This is an optimization exercise on Yosys and OpenROAD, whose aim is a short achievable clock period and few clock cycles, not a production implementation.
Function was not checked in any run shown here: the RTL went through the layout flow alone.
Power and IR drop assume default switching activity.

### flow/run.sh
#!/bin/bash
# synth_recipe.tcl (not shown) runs the flow's synth.tcl, then flattens the netlist and writes it again
# the make line also repeats each setting of config.mk as NAME=value (left out here)
make -C /OpenROAD-flow-scripts/flow DESIGN_CONFIG=/design/flow/config.mk WORK_HOME=/design/flow/orfs CLKGATE_MAP_FILE= SYNTH_SCRIPT=/design/flow/synth_recipe.tcl finish
### flow/config.mk
export PLATFORM = sky130hd
export DESIGN_NAME = processor
export DESIGN_NICKNAME = processor
export VERILOG_FILES = /design/flow/design.v
export SDC_FILE = /design/flow/constraint.sdc
export NUM_CORES = 4
export LEC_CHECK = 0
export CAP_MARGIN = 20
export CORE_MARGIN = 2
export CORE_UTILIZATION = 40
export SLEW_MARGIN = 20
### flow/constraint.sdc
create_clock -name core_clock -period 11.0 [get_ports {clk}]
set_input_delay 2.2000 -clock core_clock [delete_from_list [all_inputs] [get_ports {clk}]]
set_output_delay 2.2000 -clock core_clock [all_outputs]
set_load 0.01 [all_outputs]
### flow/design.v
`default_nettype none
module processor( input         clk, reset,
                  output [31:0] pc,
                  input  [31:0] instruction,
                  output        WE,
                  output [31:0] address_to_mem,
                  output [31:0] data_to_mem,
                  input  [31:0] data_from_mem
                );
    reg  [31:0] pc_r;
    reg  [31:0] regs [1:31];
    reg  [3:0]  btb_v;
    reg  [31:0] btb_pc [0:3];
    reg  [31:0] btb_tg [0:3];
    reg  [1:0]  btb_ptr;
    reg         d_v;
    reg  [31:0] d_pc, d_pc4, d_imm, d_rv1, d_rv2;
    reg  [4:0]  d_rs1, d_rs2, d_rd;
    reg         d_wr, d_use1, d_use2;
    reg         d_ld, d_st, d_br, d_jal, d_jalr, d_lui, d_early;
    reg         d_sub, d_useimm, d_sel_sum, d_sel_and, d_sel_srl, d_sel_fl;
    reg         d_beq, d_blt, d_j4;
    reg         d_hit;
    reg  [1:0]  d_hidx;
    reg         e_v;
    reg  [31:0] e_pc, e_pc4, e_tgt, e_imm, e_opA, e_opB, e_early;
    reg         e_fA_m, e_fA_l, e_fB_m, e_fB_l;
    reg  [4:0]  e_rd;
    reg         e_wr, e_ld, e_st, e_br, e_jalr_u, e_earlyok;
    reg         e_sub, e_useimm, e_sel_sum, e_sel_and, e_sel_srl, e_sel_fl;
    reg         e_beq, e_blt;
    reg         e_res_d;       
    reg         e_pred;        
    reg         e_hit;
    reg  [1:0]  e_hidx;
    reg         e_uins, e_urem;  
    reg         m_v;
    reg  [31:0] m_res;
    reg  [4:0]  m_rd;
    reg         m_wr, m_ld, m_jalr_u;
    reg  [31:0] ar_r, dr_r;
    reg         we_r;
    reg         m_uins, m_urem;
    reg  [31:0] m_upc, m_utg;
    reg  [1:0]  m_hidx;
    reg         l_v;
    reg  [4:0]  l_rd;
    reg  [31:0] l_val;
    assign pc = pc_r;
    assign address_to_mem = ar_r;
    assign data_to_mem = dr_r;
    assign WE = we_r;
    wire [31:0] ins = instruction;
    wire [6:0]  op  = ins[6:0];
    wire [2:0]  f3  = ins[14:12];
    wire [4:0]  f_rs1 = ins[19:15];
    wire [4:0]  f_rs2 = ins[24:20];
    wire [4:0]  f_rd  = ins[11:7];
    wire f_op   = op == 7'b0110011;
    wire f_opi  = op == 7'b0010011;
    wire f_ld   = op == 7'b0000011;
    wire f_st   = op == 7'b0100011;
    wire f_br   = op == 7'b1100011;
    wire f_lui  = op == 7'b0110111;
    wire f_jal  = op == 7'b1101111;
    wire f_jalr = op == 7'b1100111;
    wire f_fl   = op == 7'b0001011;
    wire [31:0] immI = {{20{ins[31]}}, ins[31:20]};
    wire [31:0] immS = {{20{ins[31]}}, ins[31:25], ins[11:7]};
    wire [31:0] immB = {{19{ins[31]}}, ins[31], ins[7], ins[30:25], ins[11:8], 1'b0};
    wire [31:0] immU = {ins[31:12], 12'b0};
    wire [31:0] immJ = {{11{ins[31]}}, ins[31], ins[19:12], ins[20], ins[30:21], 1'b0};
    wire [31:0] f_imm = f_st ? immS : f_br ? immB : f_lui ? immU : f_jal ? immJ : immI;
    wire [31:0] f_rv1 = (f_rs1 == 5'd0) ? 32'b0 : regs[f_rs1];
    wire [31:0] f_rv2 = (f_rs2 == 5'd0) ? 32'b0 : regs[f_rs2];
    wire [31:0] pc4 = pc_r + 32'd4;
    wire [3:0] f_hitv;
    genvar gi;
    generate for (gi = 0; gi < 4; gi = gi + 1) begin : g_btb
        assign f_hitv[gi] = btb_v[gi] & (btb_pc[gi] == pc_r);
    end endgenerate
    wire f_hit = |f_hitv;
    wire [1:0] f_hidx = {f_hitv[3] | f_hitv[2], f_hitv[3] | f_hitv[1]};
    wire [31:0] f_ptg = ({32{f_hitv[0]}} & btb_tg[0]) | ({32{f_hitv[1]}} & btb_tg[1]) |
                        ({32{f_hitv[2]}} & btb_tg[2]) | ({32{f_hitv[3]}} & btb_tg[3]);
    wire hE1 = e_v & e_wr & (e_rd == d_rs1);
    wire hM1 = m_v & m_wr & (m_rd == d_rs1);
    wire hL1 = l_v & (l_rd == d_rs1);
    wire hE2 = e_v & e_wr & (e_rd == d_rs2);
    wire hM2 = m_v & m_wr & (m_rd == d_rs2);
    wire hL2 = l_v & (l_rd == d_rs2);
    wire [31:0] dv1 = hE1 ? e_early : hM1 ? m_res : hL1 ? l_val : d_rv1;
    wire [31:0] dv2 = hE2 ? e_early : hM2 ? m_res : hL2 ? l_val : d_rv2;
    wire rdy1 = ~(hE1 & ~e_earlyok) & ~(hM1 & m_ld);
    wire rdy2 = ~(hE2 & ~e_earlyok) & ~(hM2 & m_ld);
    wire stall = d_v & e_ld & ((d_use1 & hE1) | (d_use2 & hE2));
    wire d_eq = dv1 == dv2;
    wire d_lt = $signed(dv1) < $signed(dv2);
    wire d_z  = ~|((dv1 ^ dv2) ^ {(dv1 | dv2), 1'b0});
    wire d_taken = d_beq ? d_eq : d_blt ? d_lt : d_z;
    wire [31:0] d_tgt  = d_pc + d_imm;
    wire [31:0] d_jtgt = dv1 + d_imm;
    wire d_brrdy = d_br & rdy1 & rdy2;
    wire d_jrrdy = d_jalr & rdy1;
    wire d_pred = d_br ? (d_brrdy ? d_taken : (d_hit | d_imm[31])) : d_hit;
    wire d_redir_br  = d_br & (d_brrdy ? (d_taken != d_hit) : (~d_hit & d_imm[31]));
    wire d_redir_jal = d_jal & ~d_hit & ~d_j4;
    wire d_redir_bad = d_hit & ~d_br & ~d_jal;
    wire d_redir = d_redir_br | d_redir_jal | d_jrrdy | d_redir_bad;
    wire [31:0] d_rtgt = d_jrrdy ? d_jtgt :
                         ((d_br & d_pred) | d_jal) ? d_tgt : d_pc4;
    wire d_uins = (d_brrdy & d_taken & ~d_hit) | (d_jal & ~d_hit & ~d_j4);
    wire d_urem = d_brrdy & ~d_taken & d_hit;
    wire [31:0] A = e_fA_m ? m_res : e_fA_l ? l_val : e_opA;
    wire [31:0] B = e_fB_m ? m_res : e_fB_l ? l_val : e_opB;
    wire [31:0] bsrc = e_useimm ? e_imm : B;
    wire [31:0] sum = A + (e_sub ? ~bsrc : bsrc) + {31'b0, e_sub};
    wire [31:0] and_r = A & B;
    wire [31:0] srl_r = A >> B[4:0];
    wire [7:0]  flx = A[30:23] - 8'd127;
    wire [31:0] fl_r = {{24{A[30:23] < 8'd127}}, flx};
    wire [31:0] res = e_sel_sum ? sum : e_sel_and ? and_r : e_sel_srl ? srl_r :
                      e_sel_fl ? fl_r : e_early;
    wire e_eq = A == B;
    wire e_lt = $signed(A) < $signed(B);
    wire e_z  = ~|((A ^ B) ^ {(A | B), 1'b0});
    wire e_taken = e_beq ? e_eq : e_blt ? e_lt : e_z;
    wire e_misp = e_v & e_br & ~e_res_d & (e_taken != e_pred);
    wire [31:0] e_rtgt = e_taken ? e_tgt : e_pc4;
    wire e_uins_w = e_br & ~e_res_d ? (e_taken & ~e_hit) : e_uins;
    wire e_urem_w = e_br & ~e_res_d ? (~e_taken & e_hit) : e_urem;
    wire m_redir = m_v & m_jalr_u;
    wire [31:0] wdata = m_ld ? data_from_mem : m_res;
    wire kill_e = m_redir;              
    wire kill_d = m_redir | e_misp;      
    wire d_adv  = ~stall;
    wire d_fire = d_v & ~kill_d & ~stall;    
    always @(posedge clk or posedge reset) begin
        if (reset) begin
            pc_r <= 32'b0;
            d_v <= 1'b0; e_v <= 1'b0; m_v <= 1'b0; l_v <= 1'b0; we_r <= 1'b0;
            btb_v <= 4'b0; btb_ptr <= 2'b0;
            m_uins <= 1'b0; m_urem <= 1'b0;
        end else begin
            if (m_redir)                    pc_r <= ar_r;
            else if (e_misp)                pc_r <= e_rtgt;
            else if (stall)                 pc_r <= pc_r;
            else if (d_v & d_redir)         pc_r <= d_rtgt;
            else if (f_hit)                 pc_r <= f_ptg;
            else                            pc_r <= pc4;
            if (kill_d)                     d_v <= 1'b0;
            else if (stall)                 d_v <= d_v;
            else                            d_v <= ~(d_v & d_redir);
            e_v <= d_fire;
            m_v <= e_v & ~kill_e;
            we_r <= e_v & ~kill_e & e_st;
            l_v <= m_v & m_wr;
            m_uins <= e_v & ~kill_e & e_uins_w;
            m_urem <= e_v & ~kill_e & e_urem_w;
            if (m_v & m_uins) begin
                btb_v[btb_ptr] <= 1'b1;
                btb_ptr <= btb_ptr + 2'd1;
            end else if (m_v & m_urem)
                btb_v[m_hidx] <= 1'b0;
        end
    end
    always @(posedge clk) begin
        if (m_v & m_wr) regs[m_rd] <= wdata;
        l_rd <= m_rd;
        l_val <= wdata;
        if (m_v & m_uins) begin
            btb_pc[btb_ptr] <= m_upc;
            btb_tg[btb_ptr] <= m_utg;
        end
        if (stall) begin
            d_rv1 <= dv1;
            d_rv2 <= dv2;
        end else begin
            d_pc <= pc_r; d_pc4 <= pc4; d_imm <= f_imm;
            d_rv1 <= f_rv1; d_rv2 <= f_rv2;
            d_rs1 <= f_rs1; d_rs2 <= f_rs2; d_rd <= f_rd;
            d_wr <= (f_op | f_opi | f_ld | f_lui | f_jal | f_jalr | f_fl) & (f_rd != 5'd0);
            d_use1 <= (f_op | f_opi | f_ld | f_st | f_br | f_jalr | f_fl) & (f_rs1 != 5'd0);
            d_use2 <= (f_op | f_st | f_br) & (f_rs2 != 5'd0);
            d_ld <= f_ld; d_st <= f_st; d_br <= f_br; d_jal <= f_jal; d_jalr <= f_jalr; d_lui <= f_lui;
            d_early <= f_lui | f_jal | f_jalr;
            d_sub <= f_op & (f3 == 3'b000) & (ins[31:30] == 2'b01);
            d_useimm <= f_opi | f_ld | f_st | f_jalr;
            d_sel_sum <= f_opi | f_ld | f_st | f_jalr | (f_op & (f3 != 3'b111) & (f3 != 3'b101));
            d_sel_and <= f_op & (f3 == 3'b111);
            d_sel_srl <= f_op & (f3 == 3'b101);
            d_sel_fl <= f_fl;
            d_beq <= f3 == 3'b000;
            d_blt <= f3 == 3'b100;
            d_j4 <= f_jal & (immJ == 32'd4);
            d_hit <= f_hit;
            d_hidx <= f_hidx;
        end
        e_pc <= d_pc; e_pc4 <= d_pc4; e_tgt <= d_tgt; e_imm <= d_imm;
        e_opA <= dv1; e_opB <= dv2;
        e_early <= d_lui ? d_imm : d_pc4;
        e_fA_m <= hE1 & ~e_earlyok; e_fA_l <= ~hE1 & hM1 & m_ld;
        e_fB_m <= hE2 & ~e_earlyok; e_fB_l <= ~hE2 & hM2 & m_ld;
        e_rd <= d_rd; e_wr <= d_wr; e_ld <= d_ld; e_st <= d_st; e_br <= d_br;
        e_jalr_u <= d_jalr & ~d_jrrdy;
        e_earlyok <= d_early;
        e_sub <= d_sub; e_useimm <= d_useimm; e_sel_sum <= d_sel_sum & ~d_jalr;
        e_sel_and <= d_sel_and; e_sel_srl <= d_sel_srl; e_sel_fl <= d_sel_fl;
        e_beq <= d_beq; e_blt <= d_blt;
        e_res_d <= d_brrdy;
        e_pred <= d_pred;
        e_hit <= d_hit; e_hidx <= d_hidx;
        e_uins <= d_uins; e_urem <= d_urem;
        m_res <= res;
        m_rd <= e_rd; m_wr <= e_wr; m_ld <= e_ld;
        m_jalr_u <= e_jalr_u;
        ar_r <= sum;
        dr_r <= B;
        m_upc <= e_pc; m_utg <= e_tgt; m_hidx <= e_hidx;
    end
endmodule
`default_nettype wire
==> impl_results.md, run 1 <==
* Yosys cell types at 91
* CTS H-tree lvls at 4
* Die width at between 400 and 500 um
* Leakage power at roughly 0.037 uW
* Final core utilization at 0.456
* Reg clk slew, reported paths at approximately 0.060 ns
* CTS Sinks at 1947
* Post-place setup slack at 4.31 ns
* DP Cell Count at 9169
* Slew HR at 0.235
* Mapped cell area at 91200 um2
* Critical path type: reg2reg
* Port Buffers at roughly 160
* Skew final at 0.0938 ns
* Nets at 6694
* Gate Count Post-Synth at 6233
* Fin. Hold Viols at 0
* Yosys top cell area share at 0.454
* # setup viols final at 0
* Worst Tran Pin Value at around 1.1 ns
* Pwr/cell area at slightly above 200 nW/um2
* Max FFs per register at 992
* Ys async rst share at 0.0231
* TritonRoute pass-1 iters at 5
* Vias per inst at between 6 and 7
* Die area at 232000 um2
* CTS Root Cell: clkbuf_16
* Ys Warns at 1
* Routed length per placed instance at roughly 33 um
* RD Place Congestion at 1.01
* CTS tree: built
* Sequential fraction of design power at 0.477
* Final wirelength at 320000 um
* Core area at approximately 230000 um2
* Mapped Avg Cell Area at 14.6 um2
* Inserted Clock Buffers at 203
* Synth-to-Final Area Change at 13.4%
* Unrepaired setup endpoints after global routing: no
* Arr. time, crit path at 7.60 ns
* DRT iter0 DRCs at 7352
* Startpoint class of the critical path: flip-flop
* Largest registers: regs (992), btb_pc (128), btb_tg (128)
* Final Slew Violations at 0
* CP max FO at 32
* Post-synth EDFFs at between 1000 and 1500
* Final min period at slightly below 7 ns
* Initial antenna violation count at 16
* Ys flop type: edfxtp_1
* Post-DP HPWL at between 200000 and 250000 um
* Logic pwr share at 0.188
* Fin Setup TNS at 0 ns
* Peak supply drop at approximately 0.14 mV
* Sw Share at 0.312
* Die span in y at 481 um
* GRT overflow at 0
* Hold Path Class: reg2reg
* First-pass GRT wire length at 444000 um
* Post-Syn Nets at 6562
* Clock Latency Late Sink at 0.87 ns
* Sequential fraction of the synthesis area at 0.581
* Longest Clk Path Bufs at 3
* Crit path required time at between 10 and 15 ns
* Number of global-route vias before repair at 57470
* Final cell count without fillers at 9561
* Post-CTS Setup Inserts at 0
* Largest net degree at the start of global routing at about 160
* Flops & latches, synth at 1947
* Final ANT Viol Nets at 0
* Psw at 6510 uW
* Status: no timing/DRC/antenna violations
* Total of max-cap violations at 0
* Final period util at 0.619
* Total GRT Usage at 0.272
* Worst Setup End Kind: flip-flop
* Cts-stage hold buffer count at 0
* DRC viols at 0
* IO Count at 163
* Int Pwr at 14400 uW
* Cell row count at ~180
* Post-route worst setup slack at 4.20 ns
* Largest reg by FF count: regs
* Via count at 58555
* Area leader, netlist: edfxtp_1
* Max frequency at 147 MHz
* Clock network fraction of design power at 0.335
* Layout cells sized above 1 at 0.189
* Initial Utilization at 0.402
* Top cells by area, synth: edfxtp_1, mux4_2, dfxtp_1
* Post-CTS Resized at 0
[cells by family (layout without fill, tap and decap cells)]
kind of cell	after synthesis	in the layout	share of synthesized area
other	0	12	0
AO/OA/AOI/OAI	1016	1016	0.0710
multiplexers	1111	1111	0.202
buffers and inverters	580	887	0.0243
adder cells (fa/ha/maj)	263	263	0.0363
flip-flops	1947	1947	0.581
AND/OR/NAND/NOR	944	944	0.0489
XOR/XNOR	372	372	0.0357
[stage by stage]
stage | area [um2] | hold slack (ns) | total power, uW
CTS | 103000 | 0.305 | 20900
finish | 103000 | 0.309 | 20900
global placement | 96600 | 0.310 | 13900
detailed placement | 96600 | 0.312 | 13900
global route | 103000 | 0.319 | 21500
floorplan | 91200 | 0.310 | 11800
[synth_stat cells (185+ instances only)]
library cell	n
xor2_1	187
ha_1	260
nand2_1	214
a21oi_1	322
nor2_1	339
mux4_2	576
mux2i_1	431
clkbuf_1	272
edfxtp_1	1379
dfxtp_1	523
xnor2_1	185
inv_1	193
[critical path, stage by stage (launching register included)]
cell and delay, ns:
edfxtp_1 0.44, xor2_1 0.21, nor4_1 0.33, and3_2 0.23, buf_4 0.50, mux2i_1 0.25
a211oi_1 0.09, a21oi_1 0.45, inv_1 0.17, ha_1 0.27, fa_1 0.46, a211oi_1 0.32
o211ai_1 0.19, a211oi_1 0.79, nor2_1 0.14, o31ai_1 0.47, o221ai_1 0.22, o221a_2 0.29
xnor2_1 0.21, a221oi_2 0.40, nand3_1 0.13, a21oi_1 0.16
[path summary, 6_finish.rpt]
check / start / endpoint / slack (ns) / depth (start not counted)
setup reg to reg: d_rs1[1]$_DFFE_PN_ / pc_r[28]$_DFFE_PP0P_ / 4.20 / 21
setup / recovery: d_rs1[1]$_DFFE_PN_ / pc_r[28]$_DFFE_PP0P_ / 4.20 / 21
max in group asynchronous: reset / pc_r[20]$_DFFE_PP0P_ / 8.53 / 3
hold / removal: d_rd[2]$_DFFE_PN_ / e_rd[2]$_DFF_P_ / 0.31 / 0
min in group asynchronous: reset / we_r$_DFF_PP0_ / 1.85 / 3
hold reg to reg: d_rd[2]$_DFFE_PN_ / e_rd[2]$_DFF_P_ / 0.31 / 0
[cells in the final DEF (no fill, tap or decap), drive strengths merged, types with 202 or more instances in the layout]
master / synthesis / routed
a21oi: 323 / 323
clkbuf: 272 / 287
dfxtp: 523 / 523
edfxtp: 1379 / 1379
ha: 260 / 260
inv: 194 / 202
mux2i: 432 / 432
mux4: 576 / 576
nand2: 217 / 217
nor2: 339 / 339
[area by class of cell]
class                      instances  area, um2
clock buffer                     286       5700
multi-input combinational       3706      36300
timing repair buffer             312       2810
sequential                      1947      53000
inverter                         195        739
fill                           19670     124000
clock inverter                    94       1090
tap                             3009       3760
antenna                           12       30.0
[per-layer routing]
layer	GRT usage	share of wire	vias up
met3	0.0476	0.087	606
met1	0.369	0.40	30357
li1	-	-	24521
met2	0.426	0.46	3065
met5	0	0.00013	-
met4	0.125	0.052	6
[power by group through the flow]
stage	clock network [uW]	registers [uW]	logic (uW)
2_1_floorplan	0	9410	2360
3_3_place_gp	0	10100	3830
3_5_place_dp	0	10100	3840
4_1_cts	7100	9930	3870
5_1_grt	7390	9970	4160
6_report	7010	9970	3930
==> inputs of run 2 (changes only) <==
--- a/flow/config.mk
+++ b/flow/config.mk
@@ -5,6 +5,7 @@
 export SDC_FILE = /design/flow/constraint.sdc
 export NUM_CORES = 4
 export LEC_CHECK = 0
+export ABC_CLOCK_PERIOD_IN_PS = 3000
 export CAP_MARGIN = 20
 export CORE_MARGIN = 2
 export CORE_UTILIZATION = 40
==> run 2 against run 1 <==
- still clean on timing, DRC and antenna
- first-iteration DRC count unchanged
- wire length unchanged
- combinational power about the same
- clock-buffer cell count unchanged
- critical path depth unchanged
- via count unchanged
- cell count unchanged
- register-to-register slack about the same
- fmax unchanged
- hold slack unchanged
- non-clock buffer count unchanged
- critical path type unchanged
- critical endpoint unchanged
- largest power group unchanged
==> impl_results.md, run 2 <==
* Status: no timing/DRC/antenna violations
* RD Place Congestion at between 1 and 1.5
* Most frequent cells in the layout: edfxtp_1, mux4_2, dfxtp_1
* Max FFs per register at 992
* Final core utilization at 0.456
* Total of max-cap violations at 0
* CTS Root Cell: clkbuf_16
* Yosys top cell area share at 0.454
* Area leader, netlist: edfxtp_1
* Reg clk slew, reported paths at 0.06 ns
* Leakage power at between 0.03 and 0.04 uW
* Ys Warns at 1
* Die span in y at 481 um
* Mapped Avg Cell Area at approximately 15 um2
* Ys async rst share at 0.0231
* Routed length per placed instance at ~33 um
* Worst Tran Pin Value at 1.15 ns
* Number of global-route vias before repair at 57470
* CTS tree: built
* Initial antenna violation count at 16
* Final wirelength at ~320000 um
* Gate Count Post-Synth at 6233
* Ys flop type: edfxtp_1
* Post-CTS Resized at 0
* Top-count cell post-synth: edfxtp_1
* Fin. Hold Viols at 0
* CP max FO at 32
* CTS Sinks at 1947
* Flops & latches, synth at 1947
* Final min period at 6.80 ns
* Slew HR at 0.235
* Layout cells sized above 1 at 0.189
* Vias per inst at 6.12
* Post-route worst setup slack at ~4.2 ns
* Peak supply drop at ~0.14 mV
* Die width at between 400 and 500 um
* Post-synth top cells: edfxtp_1, mux4_2, dfxtp_1
* Sequential fraction of the synthesis area at 0.581
* Final period util at 0.619
* Post-DP HPWL at 215000 um
* Final ANT Viol Nets at 0
* IO Count at 163
* Post-Syn Nets at 6562
* Critical path type: reg2reg
* Skew final at 0.0938 ns
* GRT overflow at 0
* Nets at 6694
* Startpoint class of the critical path: flip-flop
* # setup viols final at 0
* Hold Path Class: reg2reg
* Final Slew Violations at 0
* Commonest non-fill, non-tap cell in the layout: edfxtp_1
* Port Buffers at 162
* Inserted Clock Buffers at 203
* Largest net degree at the start of global routing at 155
* Crit path required time at 11.79 ns
* TritonRoute pass-1 iters at 5
* Total GRT Usage at 0.272
* Pwr/cell area at 202 nW/um2
* Initial Utilization at 0.402
* Arr. time, crit path at approximately 7.6 ns
* DRT iter0 DRCs at 7352
* Largest registers: regs (992), btb_pc (128), btb_tg (128)
* Post-CTS Setup Inserts at 0
* Mapped cell area at 91200 um2
* Post-synth EDFFs at 1379
* Worst Setup End Kind: flip-flop
* DRC viols at 0
* Largest reg by FF count: regs
* Longest Clk Path Bufs at 3
* Via count at 58555
* Die area at about 230000 um2
* Core area at 227000 um2
* Fin Setup TNS at 0 ns
* Final Cell Area at 103000 um2
* Unrepaired setup endpoints after global routing: no
* Cts-stage hold buffer count at 0
* Clock Latency Late Sink at 0.87 ns
* Max frequency at 147 MHz
* Synth-to-Final Area Change at 13.4%
* First-pass GRT wire length at 444000 um
* Yosys cell types at between 90 and 100
* Cell row count at about 180
* Placed Area at 96600 um2
* Top cells by area, synth: edfxtp_1, mux4_2, dfxtp_1
* Post-place setup slack at 4.31 ns
* CTS H-tree lvls at 4
-- run 2: cell counts in the layout (fill, tap and decap cells not counted) --
Identical to the previous run, type by type.
-- run 2: worst paths after layout --
kind	slack, ns	start	cells past startpoint	to
setup / recovery	4.20	d_rs1[1]$_DFFE_PN_	21	pc_r[28]$_DFFE_PP0P_
hold / removal	0.31	d_rd[2]$_DFFE_PN_	0	e_rd[2]$_DFF_P_
setup reg to reg	4.20	d_rs1[1]$_DFFE_PN_	21	pc_r[28]$_DFFE_PP0P_
hold reg to reg	0.31	d_rd[2]$_DFFE_PN_	0	e_rd[2]$_DFF_P_
max in group asynchronous	8.53	reset	3	pc_r[20]$_DFFE_PP0P_
min in group asynchronous	1.85	reset	3	we_r$_DFF_PP0_
-- run 2: routing by layer --
metal | up-vias | part of all wire | global-route usage
met5 | - | 0.00013 | 0
met4 | 6 | 0.052 | 0.125
met3 | 606 | 0.087 | 0.0476
met2 | 3065 | 0.46 | 0.426
met1 | 30357 | 0.40 | 0.369
li1 | 24521 | - | -
-- run 2: kinds of logic after synthesis --
| kind of cell | after synthesis | synth area share |
|---|---|---|
| flops | 1947 | 0.581 |
| buf+inv | 580 | 0.0243 |
| simple gates | 944 | 0.0489 |
| fa+ha+maj | 263 | 0.0363 |
| mux | 1111 | 0.202 |
| compound gates | 1016 | 0.0710 |
| xor+xnor | 372 | 0.0357 |
-- run 2: layout make-up --
type	instances	area, um2
Fill cell	19670	124000
Sequential cell	1947	53000
Multi-Input combinational cell	3706	36300
Clock buffer	286	5700
Tap cell	3009	3760
Timing Repair Buffer	312	2810
Clock inverter	94	1090
Inverter	195	739
Antenna cell	12	30.0
-- run 2: power breakdown --
| part | internal [uW] | total [uW] | switching [uW] |
|---|---|---|---|
| Combinational | 1470 | 3930 | 2460 |
| Sequential | 8940 | 9970 | 1040 |
| Clock | 3990 | 7010 | 3020 |
-- run 2: per-stage QoR --
| step | total power [uW] | hold slack, ns | std cells |
|---|---|---|---|
| global route | 21500 | 0.319 | 9551 |
| floorplan | 11800 | 0.310 | 6233 |
| CTS | 20900 | 0.305 | 9549 |
| global placement | 13900 | 0.310 | 9169 |
| detailed placement | 13900 | 0.312 | 9169 |
| finish | 20900 | 0.309 | 9561 |
-- run 2: critical path, cell delays in order (launching register included) --
cell      delay (ns)
edfxtp_1        0.44
xor2_1          0.21
nor4_1          0.33
and3_2          0.23
buf_4           0.50
mux2i_1         0.25
a211oi_1        0.09
a21oi_1         0.45
inv_1           0.17
ha_1            0.27
fa_1            0.46
a211oi_1        0.32
o211ai_1        0.19
a211oi_1        0.79
nor2_1          0.14
o31ai_1         0.47
o221ai_1        0.22
o221a_2         0.29
xnor2_1         0.21
a221oi_2        0.40
nand3_1         0.13
a21oi_1         0.16

[re-timing with driven ports]
The results above use ideal ports. As a check the final layouts listed here were re-extracted and re-timed, cells and wires unchanged. Step 1 sets driving cells, clkbuf_16 on the clock port and buf_2 on the other inputs (assumed; they add their load-dependent delay and slew). Step 2 moves the port delays by t, midway between the first and last clock arrival at a register: inputs arrive t later, outputs are due t later. That takes back most of the time a late clock gives input paths. a / b / c = ideal / step 1 / step 2; a / b = the first two.
run	t (ns)	slack for setup (ns)	worst setup path after step 2	worst register clock-pin slew, ns
run 1	0.913	4.196 / 4.196 / 4.196	register to register	0.07 / 0.07
run 2	0.913	4.196 / 4.196 / 4.196	register to register	0.07 / 0.07
After both steps every run listed still meets setup and hold.
